Source: an optimization exercise on an open RTL-to-GDS flow (aim: small area). Production flows keep margins and buffers that such runs may drop. The RTL was checked by simulation tests, not by an equivalence proof against the original design. Power is estimated from default activity; no workload was simulated.

File: flow/design.v
module psram_controller #(
    parameter PSRAM_FRE  = 200_000_000,
    parameter LATENCY    = 5,
    parameter BIT_WIDTH  = 16,
    parameter BURST_LEN  = 32,
    parameter WARP_MODE  = "Wrap",
    parameter RW_METHOD  = "Linear"
) (
    input                               ram_clk,
    input                               ram_rst,
    input                               ram_en,       
    input                               rw_ctrl,      
    input   [31:0]                      addr_in,      
    input   [BIT_WIDTH * 2 - 1 : 0]     ram_data_in,  
    output  reg                         init_cable_complete,  
    output  reg                         ctrl_idle,    
    output  reg                         psram_clk,
    output  reg                         psram_ce,
    output  reg                         dq_en,
    output  reg [BIT_WIDTH - 1 : 0]     dq_out_hi,  
    output  reg [BIT_WIDTH - 1 : 0]     dq_out_lo,  
    input       [BIT_WIDTH - 1 : 0]     dq_in_hi,   
    input       [BIT_WIDTH - 1 : 0]     dq_in_lo,   
    output  reg                         dm_en,
    output  reg [1 : 0]                 dm_out_hi, 
    output  reg [1 : 0]                 dm_out_lo, 
    input       [1 : 0]                 dm_in_hi,   
    input       [1 : 0]                 dm_in_lo,   
    output  reg [BIT_WIDTH * 2 - 1 : 0] ram_data_out,  
    output  reg                         ram_rd_valid,  
    output                              ram_wr_valid   
);
localparam TPU  = ((PSRAM_FRE / 1000) * 160) / 1000;  
localparam TRST = ((PSRAM_FRE / 1000) * 3) / 1000;  
localparam TCPH = 5;                
localparam IDLE        = 4'd0;
localparam RESET       = 4'd1;
localparam RESET_WAIT  = 4'd2;
localparam CONFIG      = 4'd3;
localparam CONFIG_DONE = 4'd4;
localparam CONFIG_WAIT = 4'd5;
localparam WAIT        = 4'd6;
localparam INIT        = 4'd7;
localparam WRITE       = 4'd8;
localparam READ        = 4'd9;
localparam DONE        = 4'd10;
reg [3:0] state_now;
reg [3:0] state_next;
reg [15:0] init_cnt;    
reg [3:0]  clk_cnt;    
reg [9:0]  rst_cnt;    
reg [2:0]  cph_cnt;    
reg [1:0]  mr_cnt;     
reg [11:0] data_cnt;   
reg        r_psram_clk;
wire [2:0] rlc_config;  
wire [2:0] wlc_config;  
reg  [7:0] command_config;  
wire       bit_config;      
wire       wrap_config;     
wire [1:0] bl_config;       
reg        r_rw_ctrl;
assign     rlc_config = (LATENCY == 3) ? 3'b000 :
                        (LATENCY == 4) ? 3'b001 :
                        (LATENCY == 5) ? 3'b010 :
                        (LATENCY == 6) ? 3'b011 :
                        (LATENCY == 7) ? 3'b100 : 3'b010;
assign     wlc_config = (LATENCY == 3) ? 3'b000 :
                        (LATENCY == 4) ? 3'b100 :
                        (LATENCY == 5) ? 3'b010 :
                        (LATENCY == 6) ? 3'b110 :
                        (LATENCY == 7) ? 3'b001 : 3'b010;
assign     bit_config     = (BIT_WIDTH == 8)        ? 1'b0 : 1'b1;
assign     wrap_config    = (WARP_MODE == "Wrap")   ? 1'b0 : 1'b1;
assign     bl_config      = (BURST_LEN == 16)   ? 2'b00 :
                            (BURST_LEN == 32)   ? 2'b01 :
                            (BURST_LEN == 64)   ? 2'b10 : 
                            (BURST_LEN == 2048) ? 2'b11 : 2'b00;
always @(posedge ram_clk or negedge ram_rst) begin
    if(ram_rst == 1'b0)begin
        r_rw_ctrl <= 1'b0;
    end
    else if(ram_en)begin
        r_rw_ctrl <= rw_ctrl;
    end
    else begin
        r_rw_ctrl <= r_rw_ctrl;
    end
end
generate if(RW_METHOD == "Linear") begin : Linear_rw_config
    always @(posedge ram_clk or negedge ram_rst) begin
        if(ram_rst == 1'b0)begin
            command_config <= 8'hff;
        end
        else if(ram_en)begin
            command_config <= {rw_ctrl,7'b010_0000};
        end
        else begin
            command_config <= command_config;
        end
    end
end
endgenerate
generate if(RW_METHOD == "Sync") begin : Sync_rw_config
    always @(posedge ram_clk or negedge ram_rst) begin
        if(ram_rst == 1'b0)begin
            command_config <= 8'hff;
        end
        else if(ram_en)begin
            command_config <= {rw_ctrl,7'b000_0000};
        end
        else begin
            command_config <= command_config;
        end
    end
end
endgenerate
always @(posedge ram_clk or negedge ram_rst) begin
    if(ram_rst == 1'b0)begin
        init_cnt <= 16'd0;
    end
    else if(init_cnt < TPU - 1'b1)begin
        init_cnt <= init_cnt + 1'b1;
    end
    else begin
        init_cnt <= init_cnt;
    end
end
always @(posedge ram_clk or negedge ram_rst) begin
    if(ram_rst == 1'b0)begin
        clk_cnt <= 4'd0;
    end
    else if(state_now == RESET || state_now == CONFIG || state_now == INIT)begin
        clk_cnt <= clk_cnt + 1'b1;
    end
    else begin
        clk_cnt <= 4'd0;
    end
end
always @(posedge ram_clk or negedge ram_rst) begin
    if(ram_rst == 1'b0)begin
        rst_cnt <= 10'd0;
    end
    else if(state_now == RESET_WAIT)begin
        if(rst_cnt < TRST - 1'b1)begin
            rst_cnt <= rst_cnt + 1'b1;
        end
        else begin
            rst_cnt <= rst_cnt;
        end
    end
    else begin
        rst_cnt <= rst_cnt;
    end
end
always @(posedge ram_clk or negedge ram_rst) begin
    if(ram_rst == 1'b0)begin
        cph_cnt <= 3'd0;
    end
    else if(state_now == CONFIG_WAIT || state_now == DONE)begin
        if(cph_cnt < TCPH - 1'b1)begin
            cph_cnt <= cph_cnt + 1'b1;
        end
        else begin
            cph_cnt <= cph_cnt;
        end
    end
    else begin
        cph_cnt <= 3'd0;
    end
end
always @(posedge ram_clk or negedge ram_rst) begin
    if(ram_rst == 1'b0)begin
        mr_cnt <= 2'd0;
    end
    else if(state_now == CONFIG_DONE)begin
        mr_cnt <= mr_cnt + 1'b1;
    end
    else begin
        mr_cnt <= mr_cnt;
    end
end
always @(posedge ram_clk or negedge ram_rst) begin
    if(ram_rst == 1'b0)begin
        data_cnt <= 12'd0;
    end
    else if(ram_wr_valid | ram_rd_valid)begin
        if(data_cnt < BURST_LEN - 2)begin
            data_cnt <= data_cnt + 2'd2;
        end
        else begin
            data_cnt <= data_cnt;
        end
    end
    else begin
        data_cnt <= 12'd0;
    end
end
always @(posedge ram_clk or negedge ram_rst) begin
    if(ram_rst == 1'b0)begin
        state_now <= IDLE;
    end
    else begin
        state_now <= state_next;
    end
end
always @(*) begin
    if(ram_rst == 1'b0)begin
        state_next <= IDLE;
    end
    else begin
        case(state_now)
            IDLE:begin
                if(init_cnt == TPU - 1'b1)begin
                    state_next <= RESET;
                end
                else begin
                    state_next <= IDLE;
                end
            end
            RESET:begin
                if(clk_cnt == 4'd3)begin
                    state_next <= RESET_WAIT;
                end
                else begin
                    state_next <= RESET;
                end
            end
            RESET_WAIT:begin
                if(rst_cnt == TRST - 1'b1)begin
                    state_next <= CONFIG;
                end
                else begin
                    state_next <= RESET_WAIT;
                end
            end
            CONFIG:begin
                if(clk_cnt == 4'd3)begin
                    state_next <= CONFIG_DONE;
                end
                else begin
                    state_next <= CONFIG;
                end
            end
            CONFIG_DONE:begin
                state_next <= CONFIG_WAIT;
            end
            CONFIG_WAIT:begin
                if(cph_cnt == TCPH - 1'b1 && mr_cnt == 2'd3)begin
                    state_next <= WAIT;
                end
                else if(cph_cnt == TCPH - 1'b1 && mr_cnt < 2'd3)begin
                    state_next <= CONFIG;
                end
                else begin
                    state_next <= CONFIG_WAIT;
                end
            end
            WAIT:begin
                if(ram_en)begin
                    state_next <= INIT;
                end
                else begin
                    state_next <= WAIT;
                end
            end
            INIT:begin
                if(r_rw_ctrl == 1'b1)begin
                    if(clk_cnt == LATENCY + 1)begin
                        state_next <= WRITE;
                    end
                    else begin
                        state_next <= INIT;
                    end
                end
                else begin
                    if(clk_cnt == 4'd2)begin
                        state_next <= READ;
                    end
                    else begin
                        state_next <= INIT;
                    end
                end
            end
            WRITE:begin
                if(data_cnt == BURST_LEN - 2)begin
                    state_next <= DONE;
                end
                else begin
                    state_next <= WRITE;
                end
            end
            READ:begin
                if(data_cnt == BURST_LEN - 2)begin
                    state_next <= DONE;
                end
                else begin
                    state_next <= READ;
                end
            end
            DONE:begin
                if(cph_cnt == TCPH - 1'b1)begin
                    state_next <= WAIT;
                end
                else begin
                    state_next <= DONE;
                end
            end
            default:begin
                state_next <= IDLE;
            end
        endcase
    end
end
always @(posedge ram_clk or negedge ram_rst) begin
    if(ram_rst == 1'b0)begin
        psram_clk <= 1'b0;
    end
    else begin
        psram_clk <= r_psram_clk;
    end
end
always @(posedge ram_clk or negedge ram_rst) begin
    if(ram_rst == 1'b0)begin
        r_psram_clk <= 1'b0;
    end
    else begin
        case(state_now)
            IDLE:begin
                r_psram_clk <= 1'b0;
            end
            CONFIG_DONE:begin
                r_psram_clk <= 1'b0;
            end
            CONFIG_WAIT:begin
                r_psram_clk <= 1'b0;
            end
            WAIT:begin
                r_psram_clk <= 1'b0;
            end
            DONE:begin
                r_psram_clk <= 1'b0;
            end
            default:begin
                r_psram_clk <= 1'b1;
            end
        endcase
    end
end
always @(posedge ram_clk or negedge ram_rst) begin
    if(ram_rst == 1'b0)begin
        dq_en <= 1'b0;
    end
    else begin
        case(state_now)
            RESET:begin
                if(clk_cnt == 4'd0)begin
                    dq_en <= 1'b1;
                end
                else begin
                    dq_en <= 1'b0;
                end
            end
            CONFIG:begin
                dq_en <= 1'b1;
            end
            INIT:begin
                if(clk_cnt <= 4'd2)begin
                    dq_en <= 1'b1;
                end
                else begin
                    dq_en <= 1'b0;
                end
            end
            WRITE:begin
                dq_en <= 1'b1;
            end
            default:begin
                dq_en <= 1'b0;
            end
        endcase
    end
end
always @(posedge ram_clk or negedge ram_rst) begin
    if(ram_rst == 1'b0)begin
        dm_en <= 1'b0;
    end
    else if(state_now == WRITE)begin
        dm_en <= 1'b1; 
    end
    else begin
        dm_en <= 1'b0;
    end
end
always @(posedge ram_clk or negedge ram_rst) begin
    if(ram_rst == 1'b0)begin
        dq_out_hi <= 8'h00;
        dq_out_lo <= 8'h00;
    end
    else begin
        case(state_now)
            IDLE:begin
                dq_out_hi <= 8'h00;
                dq_out_lo <= 8'h00;
            end
            RESET:begin
                dq_out_hi <= 8'hff;
                dq_out_lo <= 8'hff;
            end
            RESET_WAIT:begin
                dq_out_hi <= dq_out_hi;
                dq_out_lo <= dq_out_lo;
            end
            CONFIG:begin
                case(mr_cnt)
                    2'd0:begin
                        case(clk_cnt)
                            4'd0:begin
                                dq_out_hi <= 8'hc0;
                                dq_out_lo <= 8'hc0;
                            end
                            4'd1:begin
                                dq_out_hi <= 8'h00;
                                dq_out_lo <= 8'h00;
                            end
                            4'd2:begin
                                dq_out_hi <= 8'h00;
                                dq_out_lo <= 8'h00;
                            end
                            4'd3:begin
                                dq_out_hi <= {3'b000,rlc_config,2'b01};
                                dq_out_lo <= {3'b000,rlc_config,2'b01};
                            end
                            default:begin
                                dq_out_hi <= 8'h00;
                                dq_out_lo <= 8'h00;
                            end
                        endcase
                    end
                    2'd1:begin
                        case(clk_cnt)
                            4'd0:begin
                                dq_out_hi <= 8'hc0;
                                dq_out_lo <= 8'hc0;
                            end
                            4'd1:begin
                                dq_out_hi <= 8'h00;
                                dq_out_lo <= 8'h00;
                            end
                            4'd2:begin
                                dq_out_hi <= 8'h04;
                                dq_out_lo <= 8'h04;
                            end
                            4'd3:begin
                                dq_out_hi <= {wlc_config,2'b00,3'b000};
                                dq_out_lo <= {wlc_config,2'b00,3'b000};
                            end
                            default:begin
                                dq_out_hi <= 8'h00;
                                dq_out_lo <= 8'h00;
                            end
                        endcase
                    end
                    2'd2:begin
                        case(clk_cnt)
                            4'd0:begin
                                dq_out_hi <= 8'hc0;
                                dq_out_lo <= 8'hc0;
                            end
                            4'd1:begin
                                dq_out_hi <= 8'h00;
                                dq_out_lo <= 8'h00;
                            end
                            4'd2:begin
                                dq_out_hi <= 8'h08;
                                dq_out_lo <= 8'h08;
                            end
                            4'd3:begin
                                dq_out_hi <= {1'b0,bit_config,2'b00,1'b0,wrap_config,bl_config};
                                dq_out_lo <= {1'b0,bit_config,2'b00,1'b0,wrap_config,bl_config};
                            end
                            default:begin
                                dq_out_hi <= 8'h00;
                                dq_out_lo <= 8'h00;
                            end
                        endcase
                    end
                    default:begin
                        dq_out_hi <= 8'h00;
                        dq_out_lo <= 8'h00;
                    end
                endcase
                end
            CONFIG_DONE:begin
                dq_out_hi <= 8'h00;
                dq_out_lo <= 8'h00;
            end
            CONFIG_WAIT:begin
                dq_out_hi <= 8'h00;
                dq_out_lo <= 8'h00;
            end
            WAIT:begin
                dq_out_hi <= 8'h00;
                dq_out_lo <= 8'h00;
            end
            INIT:begin
                case(clk_cnt)
                    4'd0:begin
                        dq_out_hi <= command_config;
                        dq_out_lo <= command_config;
                    end
                    4'd1:begin
                        dq_out_hi <= addr_in[31:24];
                        dq_out_lo <= addr_in[23:16];
                    end
                    4'd2:begin
                        dq_out_hi <= addr_in[15:8];
                        dq_out_lo <= addr_in[7:0];
                    end
                    default:begin
                        dq_out_hi <= 8'h00;
                        dq_out_lo <= 8'h00;
                    end
                endcase
                end
            WRITE:begin
                dq_out_hi <= ram_data_in[BIT_WIDTH * 2 - 1 : BIT_WIDTH];
                dq_out_lo <= ram_data_in[BIT_WIDTH - 1 : 0];
            end
            READ:begin
                dq_out_hi <= 8'h00;
                dq_out_lo <= 8'h00;
            end
            DONE:begin
                dq_out_hi <= 8'h00;
                dq_out_lo <= 8'h00;
            end
            default:begin
                dq_out_hi <= 8'h00;
                dq_out_lo <= 8'h00;
            end
        endcase
    end
end
always @(posedge ram_clk or negedge ram_rst) begin
    if(ram_rst == 1'b0)begin
        dm_out_hi <= 2'b00;
        dm_out_lo <= 2'b00;
    end
    else begin
        dm_out_hi <= 2'b00;
        dm_out_lo <= 2'b00;
    end
end
always @(posedge ram_clk or negedge ram_rst) begin
    if(ram_rst == 1'b0)begin
        psram_ce <= 1'b1;
    end
    else begin
        case(state_now)
            IDLE:begin
                psram_ce <= 1'b1;
            end
            RESET:begin
                psram_ce <= 1'b0;
            end
            RESET_WAIT:begin
                psram_ce <= 1'b1;
            end
            CONFIG:begin
                psram_ce <= 1'b0;
            end
            CONFIG_DONE:begin
                psram_ce <= 1'b1;
            end
            CONFIG_WAIT:begin
                psram_ce <= 1'b1;
            end
            WAIT:begin
                psram_ce <= 1'b1;
            end
            INIT:begin
                psram_ce <= 1'b0;
            end
            WRITE:begin
                psram_ce <= 1'b0;
            end
            READ:begin
                psram_ce <= 1'b0;
            end
            DONE:begin
                psram_ce <= 1'b1;
            end
            default:begin
                psram_ce <= 1'b1;
            end
        endcase
    end
end
always @(posedge ram_clk or negedge ram_rst) begin
    if(ram_rst == 1'b0)begin
        init_cable_complete <= 1'b0;
    end
    else if(state_now == WAIT)begin
        init_cable_complete <= 1'b1;
    end
    else begin
        init_cable_complete <= init_cable_complete;
    end
end
always @(posedge ram_clk or negedge ram_rst) begin
    if(ram_rst == 1'b0)begin
        ctrl_idle <= 1'b1;
    end
    else if(state_now == INIT || state_now == WRITE || state_now == READ || state_now == DONE)begin
        ctrl_idle <= 1'b0;
    end
    else begin
        ctrl_idle <= 1'b1;
    end
end
assign ram_wr_valid = (state_now == WRITE) ? 1'b1 : 1'b0;
always @(posedge ram_clk or negedge ram_rst) begin
    if(ram_rst == 1'b0)begin
        ram_rd_valid <= 1'b0;
    end
    else if(state_now == READ)begin
        if(dm_in_lo[0] ^ dm_in_lo[1])begin
            ram_rd_valid <= 1'b1;
        end
        else begin
            ram_rd_valid <= 1'b0;
        end
    end
    else begin
        ram_rd_valid <= 1'b0;
    end
end
always @(posedge ram_clk or negedge ram_rst) begin
    if(ram_rst == 1'b0)begin
        ram_data_out <= 1'b0;
    end
    else if(state_now == READ)begin
        if(dm_in_lo[0] ^ dm_in_lo[1])begin
            ram_data_out <= {dq_in_hi,dq_in_lo};
        end
        else begin
            ram_data_out <= ram_data_out;
        end
    end
    else begin
        ram_data_out <= ram_data_out;
    end
end
endmodule   
File: flow/run.sh
#!/bin/bash
# synth_recipe.tcl (not shown) runs the flow's synth.tcl, then flattens the netlist and writes it again
# the make line also repeats each setting of config.mk as NAME=value (left out here)
make -C /OpenROAD-flow-scripts/flow DESIGN_CONFIG=/design/flow/config.mk WORK_HOME=/design/flow/orfs CLKGATE_MAP_FILE= SYNTH_SCRIPT=/design/flow/synth_recipe.tcl finish
File: flow/config.mk
export PLATFORM = sky130hd
export DESIGN_NAME = psram_controller
export DESIGN_NICKNAME = psram_controller
export VERILOG_FILES = /design/flow/design.v
export SDC_FILE = /design/flow/constraint.sdc
export NUM_CORES = 4
export LEC_CHECK = 0
export CAP_MARGIN = 20
export CORE_MARGIN = 2
export CORE_UTILIZATION = 40
export PLACE_DENSITY = 0.6
export SLEW_MARGIN = 20
File: flow/constraint.sdc
create_clock -name core_clock -period 5.0 [get_ports {ram_clk}]
set_input_delay 1.0000 -clock core_clock [delete_from_list [all_inputs] [get_ports {ram_clk}]]
set_output_delay 1.0000 -clock core_clock [all_outputs]
set_load 0.01 [all_outputs]
==> qor.csv <==
stage,metric,value,unit
status,status,finished clean,
cts,numCtsBuffers,17,
placement,dp_hpwl,12.2,mm
floorplanning,die-width,125,µm
cts,htreeDepth,4,
logic_synthesis,synth-async-reset-ratio,100,%
cells_and_area,drive_gt1_share,12.4,%
critical_path,path_delay_family,buffers and inverters,
floorplanning,start_util,40.5,%
cts,postCtsHoldBufs,0,
cells_and_area,antennaDiodeCount,0,
cells_and_area,fin_area,8290,µm²
timing,fin_skew,5.95,ps
global_routing,overflow,0,
logic_synthesis,synth_edf_count,0,
timing,fin_crit_sh,62.1,%
logic_synthesis,synth.avg_cell_area,11.4,µm²
critical_path,cp-start-kind,flip-flop,
cts,cts_resized,0,
placement,gp_congestion,0.857,
logic_synthesis,ys_ff_latch,125,
detailed_routing,drt_pass1_iterations,5,
logic_synthesis,synth_top_cell_by_area,dfrtp_1,
logic_synthesis,synth_common_cells,"121 x dfrtp_1, 38 x nor2_1, 34 x mux2_2",
timing,worst_hold_slack,355,ps
critical_path,path_buf_inv,1,
global_routing,met1_usage,26.8,%
detailed_routing,drc,0,
timing,maxSlewViolCount,0,
detailed_routing,detail_route.wl_per_cell,18.6,µm
worst_hold_path,hold_path.class,reg -> reg,
critical_path,path_max_fanout,18,
cells_and_area,finish.utilization,57.5,%
detailed_routing,vias,4766,
cells_and_area,area_growth,41.8,%
logic_synthesis,synth_cells,514,
timing,relSlewSlack,46.3,%
floorplanning,core_region_area,14400,µm²
placement,pre_cts_slack,2090,ps
detailed_routing,routed_wl,16.4,mm
floorplanning,die-area,15600,µm²
global_routing,grt_pass1_wl,26.4,mm
critical_path,endpoint_kind,output port,
logic_synthesis,synth-seq-area-share,53.6,%
floorplanning,io_pins,180,
cts,root_buffer,clkbuf_16,
critical_path,crit_start,state_now[2],
cells_and_area,fillCellCount,1220,
power,irDropWorstVdd,207,µV
critical_path,critPathMaxStageDelay,620,ps
critical_path,regToRegEndpoint,dq_out_lo[2],
placement,place_inst,850,
logic_synthesis,synth.distinct_cells,59,
detailed_routing,via_per_inst,5.42,
logic_synthesis,yosys_most_used_dff,dfrtp_1,
power,power_leakage,3.71,nW
cts,ctsLongestPathBuffers,2,
critical_path,crit_cells,3,
cts,cts_tree,built,
critical_path,worstPathRequired,4000,ps
detailed_routing,drtIter0Drc,278,
timing,rsz0062_at_grt,false,
critical_path,worst-r2r-cell-count,6,
cts,clkTransAtPathRegs,60,ps
timing,setup-tns-final,0,ps
power,p_per_area,278,nW/µm²
cts,post_cts_buffers,0,
timing,hold_viol,0,
logic_synthesis,netlist_top_cells_area,"dfrtp_1 52%, mux2_2 6.5%, a22o_1 3.4%",
cells_and_area,finalNonFillerCells,880,
critical_path,path_class,reg -> out,
cts,clock-sinks,125,
detailed_routing,postRouteAntennaNets,0,
critical_path,r2r_start,clk_cnt[0],
critical_path,worst_path_max_delay_cell,clkdlybuf4s50_1,
timing,setup_ws,1890,ps
global_routing,top_usage_layer,met2,
timing,tightest_slew,805,ps
critical_path,crit_arrival,2110,ps
timing,setup_viol,0,
floorplanning,num_rows,44,
timing,max_freq,322,MHz
logic_synthesis,synth_most_common_cell,dfrtp_1,
logic_synthesis,netlist_area,5850,µm²
global_routing,grt_usage,21.6,%
power,power,2.30,mW
critical_path,rrSetupSlack,2600,ps
floorplanning,die_h,125,µm
global_routing,grt_max_degree,67,
logic_synthesis,ys.warnings.count,1,
placement,place_area,7710,µm²
global_routing,antenna_found_initial,0,
critical_path,crit_chain,nand2b_1 > nor3_4 > clkdlybuf4s50_1,
timing,period_needed,3110,ps
critical_path,critical_path.endpoint,ram_wr_valid,
global_routing,met3_usage,4.94,%
cts,clock_latency,410,ps
cells_and_area,num-nets-final,802,
global_routing,use_met2,36.6,%
global_routing,grt_pass1_vias,4873,
logic_synthesis,yosys.area.top_type_share,51.8,%
run,maxCapViolations,0,
placement,numPortBuffers,173,
[final cells by class]
| cell class | instances | area [µm²] | area share (%) |
|---|---|---|---|
| multi-input combinational | 349 | 2540 | 30.6 |
| sequential | 125 | 3130 | 37.8 |
| inverter | 14 | 52.6 | 0.634 |
| timing repair buffer | 178 | 1770 | 21.3 |
| tap | 184 | 230 | 2.78 |
| clock inverter | 11 | 119 | 1.43 |
| clock buffer | 19 | 453 | 5.46 |
[layout by cell type, fill, tap and decap left out, drive strengths merged, types with 15 or more instances in the layout]
cell / netlist / layout
a21oi: 17 / 17
a22o: 23 / 23
clkbuf: 12 / 19
clkdlybuf4s50: 0 / 172
dfrtp: 121 / 121
inv: 14 / 15
mux2: 34 / 34
nand2: 27 / 27
nor2: 38 / 38
o21ai: 19 / 19
xor2: 18 / 18
[per-layer routing]
metal / vias up / part of all wire, %
met4: 0 / 2.7
met5: - / 0
met1: 2346 / 42
met2: 158 / 50
li1: 2230 / -
met3: 32 / 4.8
[worst min path at each step]
stage	startpoint	slack, ps	cells past startpoint	endpoint
detailed placement	r_psram_clk	350	0	psram_clk
finish	r_psram_clk	350	0	psram_clk
floorplan	r_psram_clk	330	0	psram_clk
global placement	r_psram_clk	340	0	psram_clk
CTS	r_psram_clk	360	0	psram_clk
global route	r_psram_clk	370	0	psram_clk
[flip-flops by register name (all words and copies together) (netlist names)]
| name | cells |
|---|---|
| dq_out_hi | 16 |
| r_rw_ctrl | 1 |
| psram_clk | 1 |
| init_cable_complete | 1 |
| dq_out_lo | 16 |
| clk_cnt | 4 |
| ram_data_out | 32 |
| state_now | 4 |
| dm_en | 1 |
| r_psram_clk | 1 |
| ram_rd_valid | 1 |
| data_cnt | 11 |
| dq_en | 1 |
| mr_cnt | 2 |
| cph_cnt | 3 |
| rst_cnt | 10 |
| psram_ce | 1 |
| command_config | 2 |
| ctrl_idle | 1 |
| init_cnt | 16 |
[logic make-up after synthesis]
| logic type | synth area share, % |
|---|---|
| xor gates and xnor gates | 4.19 |
| AOI/OAI and AO/OA | 15.6 |
| other | 0.0641 |
| DFF | 53.6 |
| buffers and inverters | 3.49 |
| and+or+nand+nor | 13.4 |
| muxes | 6.89 |
| adders and majority gates | 2.78 |
[report_power, final]
part / total, mW / switching (mW) / leakage (nW) / internal, mW
sequential: 1.02 / 0.00144 / 1.72 / 1.01
clock: 1.18 / 0.428 / 0.285 / 0.751
combinational: 0.108 / 0.0360 / 1.70 / 0.0716

[afterwards: timing with drivers on the ports]
In the flow no input, the clock included, has a driving cell. The finished layout below was timed again as built, in two steps. Step 1: set_driving_cell puts a clkbuf_16 on ram_clk and a buf_2 on each other input, an assumption about the parent block. Step 2 also shifts input and output timing later by t, the mid clock arrival at the registers, as if the neighbouring blocks saw the same clock. a / b / c = ideal ports / drivers / drivers and shift; a / b = the first two.
t, ns: 0.449
setup slack, ns: 1.893 / 1.852 / 2.103
worst hold slack (ns): 0.355 / 0.355 / 0.355
After both steps setup and hold are still met in this run. For this run, drivers alone change the setup slack by -0.041 ns; drivers and shift together by +0.210 ns.
